Source: an optimization exercise on an open RTL-to-GDS flow (aim: small area, a short achievable clock period and few clock cycles). Production flows keep margins and buffers that such runs may drop. Function was checked by simulation only, so behaviour that the tests miss may differ from the original. Power and IR drop assume default switching activity.

--- design/flow/flow/run.sh ---
#!/bin/bash
# The standard layout, with the port buffers made from the smallest buffer cell.
set -euo pipefail
bash standard.sh 'BUFFER_PORTS_ARGS=-buffer_cell sky130_fd_sc_hd__buf_1' finish > layout.log 2>&1
--- design/flow/standard.sh ---
#!/bin/bash
# synth_recipe.tcl (not shown) runs the flow's synth.tcl, then flattens the netlist and writes it again
# the make line also repeats each setting of config.mk as NAME=value (left out here)
make -C /OpenROAD-flow-scripts/flow DESIGN_CONFIG=/design/flow/config.mk WORK_HOME=/design/flow/orfs CLKGATE_MAP_FILE= SYNTH_SCRIPT=/design/flow/synth_recipe.tcl "${@:-finish}"
--- design/flow/config.mk ---
export PLATFORM = sky130hd
export DESIGN_NAME = DT
export DESIGN_NICKNAME = DT
export VERILOG_FILES = /design/flow/design.v
export SDC_FILE = /design/flow/constraint.sdc
export NUM_CORES = 4
export LEC_CHECK = 0
export CAP_MARGIN = 20
export CORE_MARGIN = 2
export CORE_UTILIZATION = 40
export CTS_BUF_LIST = sky130_fd_sc_hd__clkbuf_8
export CTS_CLUSTER_SIZE = 40
export PLACE_DENSITY = 0.8
export SETUP_SLACK_MARGIN = 2.2
export SLEW_MARGIN = 20
--- design/flow/constraint.sdc ---
create_clock -name core_clock -period 5.0 [get_ports {clk}]
set_input_delay 1.0000 -clock core_clock [delete_from_list [all_inputs] [get_ports {clk}]]
set_output_delay 1.0000 -clock core_clock [all_outputs]
set_load 0.01 [all_outputs]
--- design/flow/design.v ---
`timescale 1ns/10ps
module DT(
	input 			clk,
	input			reset,
	output	reg		done ,
	output	reg		sti_rd ,
	output	reg 	[9:0]	sti_addr ,
	input		[15:0]	sti_di,
	output	reg		res_wr ,
	output	reg		res_rd ,
	output	reg 	[13:0]	res_addr ,
	output		[7:0]	res_do,
	input		[7:0]	res_di,
	output  reg fwpass_finish
	);
localparam OP_INIT  = 3'd0;
localparam OP_W     = 3'd1;    
localparam OP_RD    = 3'd2;    
localparam OP_FETCH = 3'd3;    
localparam OP_F     = 3'd4;    
localparam OP_FIX   = 3'd5;    
localparam OP_DONE  = 3'd6;
reg [2:0] op;
reg       bwd;
reg [1:0] slot;           
reg [5:0] far, mid, near;
reg       vf, vm, vn;
reg [5:0] rdo;
reg       pred, fresh, procd;
assign res_do = {2'b00, rdo};
wire [6:0] arow = res_addr[13:7];
wire [6:0] acol = res_addr[6:0];
wire [3:0] apos = res_addr[3:0];
wire [5:0] di = res_di[5:0];
wire       c_fr = far < rdo;
wire       c_mr = mid < rdo;
wire       c_mf = mid < far;
wire       sel_r = !c_fr && !c_mr;
wire       sel_f = !sel_r && !c_mf;
wire [5:0] mk = sel_r ? rdo : (sel_f ? far : mid);        
wire [5:0] rdo1 = (&rdo) ? rdo : rdo + 6'd1;
wire [5:0] far1 = (&far) ? far : far + 6'd1;
wire [5:0] mid1 = (&mid) ? mid : mid + 6'd1;
wire [5:0] mk1 = sel_r ? rdo1 : (sel_f ? far1 : mid1);
wire [5:0] di1 = di + 6'd1;                              
wire       flt = di < rdo;
wire       fgt = rdo < di;
wire       dlt = flt && (di < far) && (di < mid);
wire [5:0] m1 = dlt ? di1 : mk1;
wire       mz = (mk == 6'd0) || (di == 6'd0);
wire       zks = (vm && mid == 6'd0) || (vn && near == 6'd0);
wire [1:0] s0 = !vm ? 2'd0 : !vn ? 2'd1 : 2'd2;
wire [6:0] rowp1 = arow + 7'd1;
wire [6:0] rowm1 = arow - 7'd1;
wire [6:0] colp1 = acol + 7'd1;
wire [6:0] colp2 = acol + 7'd2;
wire [6:0] colm1 = acol - 7'd1;
wire [6:0] colm2 = acol - 7'd2;
wire [6:0] colps = (s0 == 2'd0) ? acol : (s0 == 2'd1) ? colp1 : colp2;
wire [6:0] colms = (s0 == 2'd0) ? acol : (s0 == 2'd1) ? colm1 : colm2;
wire [15:0] rb;
genvar gi;
generate for (gi = 0; gi < 16; gi = gi + 1) begin : g_rb
	assign rb[gi] = sti_di[(14 - gi) & 15];
end endgenerate
wire inter_n = (arow != 7'd0) && (arow != 7'd127) && (acol <= 7'd125);
wire objn = inter_n && rb[apos];
wire [15:0] bits;
generate for (gi = 0; gi < 16; gi = gi + 1) begin : g_bits
	assign bits[gi] = sti_di[15-gi];
end endgenerate
wire [15:0] meff = bits & {bits[14:0], 1'b1};
integer k;
reg [15:0] below;
always @(*) begin
	for (k = 0; k < 16; k = k + 1) below[k] = fresh || (k < apos);
end
wire [15:0] cand = meff & below;
wire [7:0] a1, m1t; wire [7:0] i1;
wire [3:0] a2, m2; wire [7:0] i2;
wire [1:0] a3, m3; wire [5:0] i3;
generate for (gi = 0; gi < 8; gi = gi + 1) begin : g_t1
	assign a1[gi] = cand[2*gi+1] | cand[2*gi];
	assign m1t[gi] = cand[2*gi+1] & cand[2*gi];
	assign i1[gi] = cand[2*gi+1];
end endgenerate
generate for (gi = 0; gi < 4; gi = gi + 1) begin : g_t2
	assign a2[gi] = a1[2*gi+1] | a1[2*gi];
	assign m2[gi] = m1t[2*gi+1] | m1t[2*gi] | (a1[2*gi+1] & a1[2*gi]);
	assign i2[2*gi+1] = a1[2*gi+1];
	assign i2[2*gi] = a1[2*gi+1] ? i1[2*gi+1] : i1[2*gi];
end endgenerate
generate for (gi = 0; gi < 2; gi = gi + 1) begin : g_t3
	assign a3[gi] = a2[2*gi+1] | a2[2*gi];
	assign m3[gi] = m2[2*gi+1] | m2[2*gi] | (a2[2*gi+1] & a2[2*gi]);
	assign i3[3*gi+2] = a2[2*gi+1];
	assign i3[3*gi+1:3*gi] = a2[2*gi+1] ? i2[4*gi+3:4*gi+2] : i2[4*gi+1:4*gi];
end endgenerate
wire any = a3[1] | a3[0];
wire more = m3[1] | m3[0] | (a3[1] & a3[0]);
wire [3:0] nx = a3[1] ? {1'b1, i3[5:3]} : {1'b0, i3[2:0]};
wire [15:0] msh = {meff[14:0], 1'b0};
wire adj = procd && (fresh ? (apos == 4'd0 && meff[15]) : msh[apos]);
reg [2:0] n_op; reg n_bwd; reg [1:0] n_slot;
reg [5:0] n_far, n_mid, n_near; reg n_vf, n_vm, n_vn;
reg [5:0] n_rdo; reg n_pred, n_fresh, n_procd;
reg [13:0] n_addr; reg n_rd, n_wr, n_srd; reg [9:0] n_saddr; reg n_done, n_fw;
reg [2:0] np_op; reg [1:0] np_slot;
reg np_vf, np_vm, np_sh, np_fresh, np_procd, np_one;
reg [13:0] np_addr; reg np_rd, np_wr, np_srd, np_done;
always @(*) begin
	np_op = OP_FETCH; np_slot = s0; np_vf = 1'b0; np_vm = 1'b0; np_sh = 1'b0;
	np_fresh = 1'b1; np_procd = procd && !fresh; np_one = 1'b0;
	np_addr = res_addr; np_rd = 1'b0; np_wr = 1'b0; np_srd = 1'b0; np_done = 1'b0;
	if (any) begin
		np_procd = 1'b1;
		np_fresh = !more && sti_addr != 10'd8;
		np_srd = np_fresh;
		np_sh = adj;
		np_vf = adj && vm; np_vm = adj && vn;
		np_rd = 1'b1;
		if (adj && !zks) begin
			np_op = OP_RD; np_addr = {rowp1, colms};
		end else begin
			np_op = OP_F; np_wr = 1'b1; np_one = 1'b1; np_addr = {sti_addr, nx};
		end
	end else if (sti_addr == 10'd8) begin
		np_op = OP_DONE; np_done = 1'b1; np_fresh = fresh; np_procd = procd;
	end else begin
		np_srd = 1'b1;
	end
end
wire fix = (op == OP_F) && (res_wr ? flt : fgt);
wire [5:0] rval = (op == OP_F && flt) ? di : rdo;
always @(*) begin
	n_op = op; n_bwd = bwd; n_slot = slot;
	n_far = far; n_mid = mid; n_near = near; n_vf = vf; n_vm = vm; n_vn = vn;
	n_rdo = rdo; n_pred = pred; n_fresh = fresh; n_procd = procd;
	n_addr = res_addr; n_rd = 1'b0; n_wr = 1'b0; n_srd = 1'b0; n_saddr = sti_addr;
	n_done = 1'b0; n_fw = 1'b0;
	case (op)
	OP_INIT: begin
		n_bwd = 1'b0; n_op = OP_W; n_wr = 1'b1; n_addr = 14'd0; n_rdo = 6'd0;
		n_saddr = 10'd1; n_vf = 1'b0; n_vm = 1'b0; n_vn = 1'b0;
	end
	OP_W: begin
		if (sti_rd) n_saddr = sti_addr + 10'd1;
		if (res_addr == 14'd16383) begin
			n_op = OP_FETCH; n_bwd = 1'b1; n_srd = 1'b1; n_saddr = 10'd1015;
			n_fresh = 1'b1; n_procd = 1'b0; n_pred = 1'b1;
		end else begin
			n_far = mid; n_mid = near; n_vf = vm; n_vm = vn; n_vn = 1'b0;
			if (objn && !(rdo == 6'd0 || zks)) begin
				n_op = OP_RD; n_slot = s0; n_rd = 1'b1;
				n_addr = {rowm1, colps};
			end else begin
				n_op = OP_W; n_wr = 1'b1; n_rdo = {5'd0, objn};
				n_addr = {(acol == 7'd127) ? rowp1 : arow, colp1};
				n_srd = (apos == 4'he); n_fw = (res_addr == 14'd16382);
			end
		end
	end
	OP_RD: begin
		if (slot == 2'd2) begin
			n_near = di; n_vn = 1'b1;
			n_rdo = m1;
			if (!bwd) begin
				n_op = OP_W; n_wr = 1'b1; n_srd = (apos == 4'h0);
				n_addr = {rowp1, colm1};
			end else begin
				n_op = OP_F; n_rd = 1'b1; n_wr = pred || mz;
				n_addr = {rowm1, colp1};
			end
		end else begin
			if (slot == 2'd0) begin n_far = di; n_vf = 1'b1; end
			else begin n_mid = di; n_vm = 1'b1; end
			n_slot = slot + 2'd1; n_op = OP_RD; n_rd = 1'b1;
			n_addr = {arow, bwd ? colm1 : colp1};
		end
	end
	OP_DONE: begin
		n_done = 1'b1;
	end
	default: begin  
		if (op == OP_F) n_pred = !flt;
		if (fix) begin
			n_op = OP_FIX; n_wr = 1'b1; n_rdo = rval;
		end else begin
			n_op = np_op; n_slot = np_slot; n_addr = np_addr;
			n_rd = np_rd; n_wr = np_wr; n_srd = np_srd; n_done = np_done;
			n_fresh = np_fresh; n_procd = np_procd;
			n_rdo = np_one ? 6'd1 : rval;
			if (np_srd) n_saddr = sti_addr - 10'd1;
			if (any) begin
				n_vf = np_vf; n_vm = np_vm; n_vn = 1'b0;
				if (np_sh) begin n_far = mid; n_mid = near; end
			end
		end
	end
	endcase
end
always @(posedge clk or negedge reset) begin
	if (!reset) begin
		op <= OP_INIT; res_rd <= 1'b0; res_wr <= 1'b0; sti_rd <= 1'b0;
		done <= 1'b0; fwpass_finish <= 1'b0;
	end else begin
		op <= n_op; res_rd <= n_rd; res_wr <= n_wr; sti_rd <= n_srd;
		done <= n_done; fwpass_finish <= n_fw;
	end
end
always @(posedge clk) begin
	bwd <= n_bwd; slot <= n_slot;
	far <= n_far; mid <= n_mid; near <= n_near; vf <= n_vf; vm <= n_vm; vn <= n_vn;
	rdo <= n_rdo; pred <= n_pred; fresh <= n_fresh; procd <= n_procd;
	res_addr <= n_addr; sti_addr <= n_saddr;
end
endmodule
==> qor_table.md <==
| Parameter | This run | Unit |
| --- | --- | --- |
| Highest net fanout along the worst path | 6 | - |
| Vertical die dimension | 134 | µm |
| Switching part of the total | 0.513 | - |
| Final TNS setup | 0 | ns |
| Total CTS buffers | 9 | - |
| Initial antenna violation count | 0 | - |
| Share of total power in combinational logic | 0.715 | - |
| Reg power frac | 0.220 | - |
| Count of cell types in the netlist | 79 | - |
| Maximum clock rate | 0.324 | GHz |
| Number of instances on the worst hold path | 2 | - |
| Seq cells post-synth | 64 | - |
| Register clock-pin slew on the reported worst setup and hold paths | 0.08 | ns |
| CP endpoint kind | flip-flop | - |
| Outcome | timing/DRC/antenna clean | - |
| Die outline area | 17900 | µm² |
| Clock Skews | 0.0137 | ns |
| Post-layout worst setup margin | 1.91 | ns |
| Count of flip-flops with a built-in enable after synthesis | 56 | - |
| Power spent charging and discharging nets | 3.59 | mW |
| Clock Sinks | 64 | - |
| Total standard cell area after synthesis | 6740 | µm² |
| Main flop type after synthesis | sky130_fd_sc_hd__edfxtp_1 | - |
| Required time at the worst-slack endpoint | 5.07 | ns |
| Part of the total power dissipated in the clock network | 0.065 | - |
| Total core area | 16500 | µm² |
| Mapped Avg Cell Area | 8.25 | µm² |
| Largest net degree at the start of global routing | 26 | - |
| Final number of max-transition violations | 0 | - |
| Ratio of cells with drive above 1 in the final layout | 0.244 | - |
| Portion of the clock cycle consumed by the worst path in the final layout | 0.618 | - |
| Capture point of the worst reg-to-reg path | sti_addr[9] | - |
| # port buffers | 58 | - |
| Vias in the first global route | 6806 | - |
| Hold worst-path end | mid[4] | - |
| Layout Nets | 1023 | - |
| TritonCTS clock tree | done | - |
| Number of design-rule violations left by the first detailed-router iteration | 1103 | - |
| Reg-to-Reg Start | res_addr[0] | - |
| FILL cells | 1395 | - |
| Least-Margin Pin Slew | 0.639 | ns |
| Portion of the post-synthesis area used by sequential elements | 0.279 | - |
| Vias post-DR | 7651 | - |
| Routed vias/inst | 6.55 | - |
| Die outline width | 134 | µm |
| Estimated wirelength of the detail-placed design | 14700 | µm |
| Routed WL | 24800 | µm |
| Maximum level of the CTS H-tree | 3 | - |
| Count of pins on the block boundary | 63 | - |
| Clock insertion delay at the later pin of the skew report | 0.37 | ns |
| Layout-stage area growth over the synthesis result | 30.7 | % |
| Placed cell count | 1062 | - |
| Minimum setup slack among reg-to-reg paths | 1.91 | ns |
| Pwr/cell area | 794 | nW/µm² |
| Max-Cap Viols | 0 | - |
| Classification of the worst setup path | reg2reg | - |
| Final core utilization | 0.533 | - |
| Worst min-delay path startpoint | near[4] | - |
| Pwr Total | 7.00 | mW |
| Number of antenna diodes | 0 | - |
| Synth async-reset ratio | 0.125 | - |
| Tot GR Track Use | 0.249 | - |
| Total leakage power | 3.49 | nW |
| Final ANT Viol Nets | 0 | - |
| Routed wire length per instance | 21.2 | µm |
| Hold Vio Cnt, Final | 0 | - |
| Final estimated routing congestion in global placement | 0.929 | - |
| Initial standard-cell utilization of the core | 0.408 | - |
| Instance count of the mapped netlist | 817 | - |
| Count of warnings emitted by yosys | 1 | - |
| Path depth of the worst reg2reg path | 11 | - |
| Clk Tree Root Cell | sky130_fd_sc_hd__clkbuf_8 | - |
| Number of buffers on the longest clock path | 2 | - |
| Type of element launching the critical path | flip-flop | - |
| Final Instance Count excl. Fillers | 1168 | - |
| Pre-CTS setup slack | 1.23 | ns |
| Worst setup path startpoint | res_addr[0] | - |
| Number of setup violations in the final report | 0 | - |
| Classification of the worst-slack hold path | reg2reg | - |
| Worst ir drop on vdd | 0.430 | mV |
| DR DRC count | 0 | - |
| Worst-case headroom to the max-slew limit | 0.572 | - |
| Residual overflow from global routing | 0 | - |
| First-pass GRT wire length | 35700 | µm |
| Setup repair after global routing missed its margin | true | - |
| Number of detailed-routing iterations run before antenna repair | 8 | - |
| Arrival time at the worst endpoint | 3.16 | ns |
| Number of cell rows | 47 | - |
| Internal cell power | 3.41 | mW |
| Shortest period the worst path allows | 3.09 | ns |
==> power groups by stage <==
stage | registers, mW | logic (mW) | clock network [mW]
floorplan | 1.33 | 2.84 | 0
global placement | 1.58 | 3.45 | 0
detailed placement | 1.59 | 3.53 | 0
CTS | 1.49 | 4.22 | 0.450
global route | 1.57 | 5.32 | 0.479
finish | 1.54 | 5.00 | 0.458
==> per-stage QoR <==
| step | hold WS [ns] | area [µm²] |
|---|---|---|
| 6_report | 0.544 | 8810 |
| 5_1_grt | 0.578 | 8810 |
| 4_1_cts | 0.548 | 8170 |
| 3_5_place_dp | 0.534 | 7250 |
| 3_3_place_gp | 0.528 | 7250 |
| 2_1_floorplan | 0.517 | 6910 |
==> metal layers <==
metal / global-route usage / wire [µm]
met4: 0.112 / 1380
met2: 0.398 / 11300
met3: 0.0597 / 2720
met5: 0 / 0
met1: 0.319 / 9330
==> critical path: stages (launching register included) <==
cell,delay [ns]
sky130_fd_sc_hd__edfxtp_1,0.46
sky130_fd_sc_hd__buf_12,0.17
sky130_fd_sc_hd__clkinv_8,0.04
sky130_fd_sc_hd__ha_4,0.18
sky130_fd_sc_hd__and3b_1,0.19
sky130_fd_sc_hd__o211ai_1,0.27
sky130_fd_sc_hd__nand3b_1,0.19
sky130_fd_sc_hd__or2_1,0.28
sky130_fd_sc_hd__o21bai_1,0.19
sky130_fd_sc_hd__a221oi_2,0.35
sky130_fd_sc_hd__buf_4,0.22
sky130_fd_sc_hd__o221a_4,0.25
==> worst max path at each step <==
stage | to | slack [ns]
after floorplan | sti_addr[0] | 1.88
after global placement | res_addr[7] | 1.29
after detailed placement | res_addr[12] | 1.23
after CTS | op[1] | 2.07
after global routing | sti_addr[9] | 1.89
final | sti_addr[9] | 1.91
==> cell usage after synthesis (8+ instances only) <==
master / number / area, µm²
sky130_fd_sc_hd__a21o_1: 9 / 67.6
sky130_fd_sc_hd__a21oi_1: 48 / 240
sky130_fd_sc_hd__a31oi_1: 12 / 75.1
sky130_fd_sc_hd__clkbuf_1: 23 / 86.3
sky130_fd_sc_hd__dfrtp_1: 8 / 200
sky130_fd_sc_hd__edfxtp_1: 56 / 1680
sky130_fd_sc_hd__ha_1: 54 / 676
sky130_fd_sc_hd__inv_1: 45 / 169
sky130_fd_sc_hd__mux2_2: 8 / 90.1
sky130_fd_sc_hd__mux2i_1: 26 / 260
sky130_fd_sc_hd__nand2_1: 93 / 349
sky130_fd_sc_hd__nand2b_1: 15 / 93.8
sky130_fd_sc_hd__nand3_1: 41 / 205
sky130_fd_sc_hd__nor2_1: 60 / 225
sky130_fd_sc_hd__nor3_1: 18 / 90.1
sky130_fd_sc_hd__nor4_1: 8 / 50.1
sky130_fd_sc_hd__o211ai_1: 16 / 120
sky130_fd_sc_hd__o21ai_0: 56 / 280
sky130_fd_sc_hd__o22ai_1: 15 / 93.8
sky130_fd_sc_hd__or3_1: 13 / 81.3
sky130_fd_sc_hd__xnor2_1: 20 / 175
sky130_fd_sc_hd__xor2_1: 8 / 70.1
==> cell families (layout without fill, tap and decap cells) <==
| family | after synthesis | after routing | share of synthesized area |
|---|---|---|---|
| compound gates | 248 | 249 | 0.251 |
| simple gates | 296 | 296 | 0.214 |
| mux | 36 | 36 | 0.0592 |
| fa+ha+maj | 54 | 54 | 0.100 |
| flops | 64 | 64 | 0.279 |
| buf+inv | 90 | 219 | 0.0588 |
| other cells | 1 | 2 | 0.000556 |
| xor+xnor | 28 | 28 | 0.0364 |
==> registers in the layout, summed over array words and instances (netlist names) <==
signal	count
res_addr	14
sti_addr	10
far	6
mid	6
near	6
rdo	6
op	3
slot	2
bwd	1
done	1
fresh	1
fwpass_finish	1
pred	1
procd	1
res_rd	1
res_wr	1
sti_rd	1
vm	1
vn	1
==> area by class of cell <==
| class | instances | area [µm²] | area share |
|---|---|---|---|
| Multi-Input combinational cell | 665 | 5100 | 0.579 |
| Sequential cell | 64 | 1880 | 0.214 |
| Timing Repair Buffer | 156 | 1150 | 0.130 |
| Tap cell | 220 | 275 | 0.0312 |
| Inverter | 46 | 210 | 0.0239 |
| Clock buffer | 9 | 124 | 0.0141 |
| Clock inverter | 7 | 63.8 | 0.00724 |
| Timing Repair inverter | 1 | 5.00 | 0.000568 |
==> timing repair <==
item | CTS | global route
endpoints found under the setup margin | 88 | 75
pin swaps | 29 | 32
cloned | 2 | 0
gates resized for setup | 77 | 77
hold buffers | 0 | 0
setup buffers | 49 | 39
==> layout by cell type (no fill, tap or decap), types with 5 or more instances in the layout <==
cell type	n
sky130_fd_sc_hd__clkbuf_8	9
sky130_fd_sc_hd__nand2_2	6
sky130_fd_sc_hd__nand3_1	39
sky130_fd_sc_hd__xnor2_1	20
sky130_fd_sc_hd__ha_4	5
sky130_fd_sc_hd__or3_1	11
sky130_fd_sc_hd__nand2b_1	14
sky130_fd_sc_hd__dfrtp_1	7
sky130_fd_sc_hd__a21oi_1	40
sky130_fd_sc_hd__nand3b_1	6
sky130_fd_sc_hd__buf_4	71
sky130_fd_sc_hd__o22ai_1	13
sky130_fd_sc_hd__a31oi_1	12
sky130_fd_sc_hd__edfxtp_1	56
sky130_fd_sc_hd__mux2_2	6
sky130_fd_sc_hd__buf_1	47
sky130_fd_sc_hd__a211oi_1	6
sky130_fd_sc_hd__nor2b_1	7
sky130_fd_sc_hd__nand4_1	7
sky130_fd_sc_hd__nor3_1	14
sky130_fd_sc_hd__buf_6	28
sky130_fd_sc_hd__a21oi_2	5
sky130_fd_sc_hd__nor2_1	49
sky130_fd_sc_hd__ha_1	49
sky130_fd_sc_hd__mux2i_1	24
sky130_fd_sc_hd__nor2_4	7
sky130_fd_sc_hd__a21boi_0	6
sky130_fd_sc_hd__inv_1	42
sky130_fd_sc_hd__a21o_1	9
sky130_fd_sc_hd__xor2_1	8
sky130_fd_sc_hd__nand2_1	83
sky130_fd_sc_hd__o211ai_1	16
sky130_fd_sc_hd__nor4_1	8
sky130_fd_sc_hd__o21ai_0	50
Testbench counts, summed over its fixed seeds: cycles 583,583.

## re-timing with driven ports
In the flow no input, the clock included, has a driving cell. The finished layout below was timed again as built, in two steps. Step 1: set_driving_cell puts a clkbuf_16 on clk and a buf_2 on each other input, an assumption about the parent block. Step 2 times the ports against the registers' clock, not the clock port: input delays grow and output delays shrink by t, the midpoint of the rising clock arrivals with the driver on. Three values: ideal, step 1, step 2; two values: the first two.
t (ns): 0.404
setup WS [ns]: 1.912 / 1.912 / 1.551
worst setup path after step 2: input to register
worst data-port slew with drivers (ns): 0.05
pins driven straight from the clock port: 1
After both steps setup and hold are still met in this run. For this run, drivers alone change the setup slack by 0.000 ns; drivers and shift together by -0.361 ns.
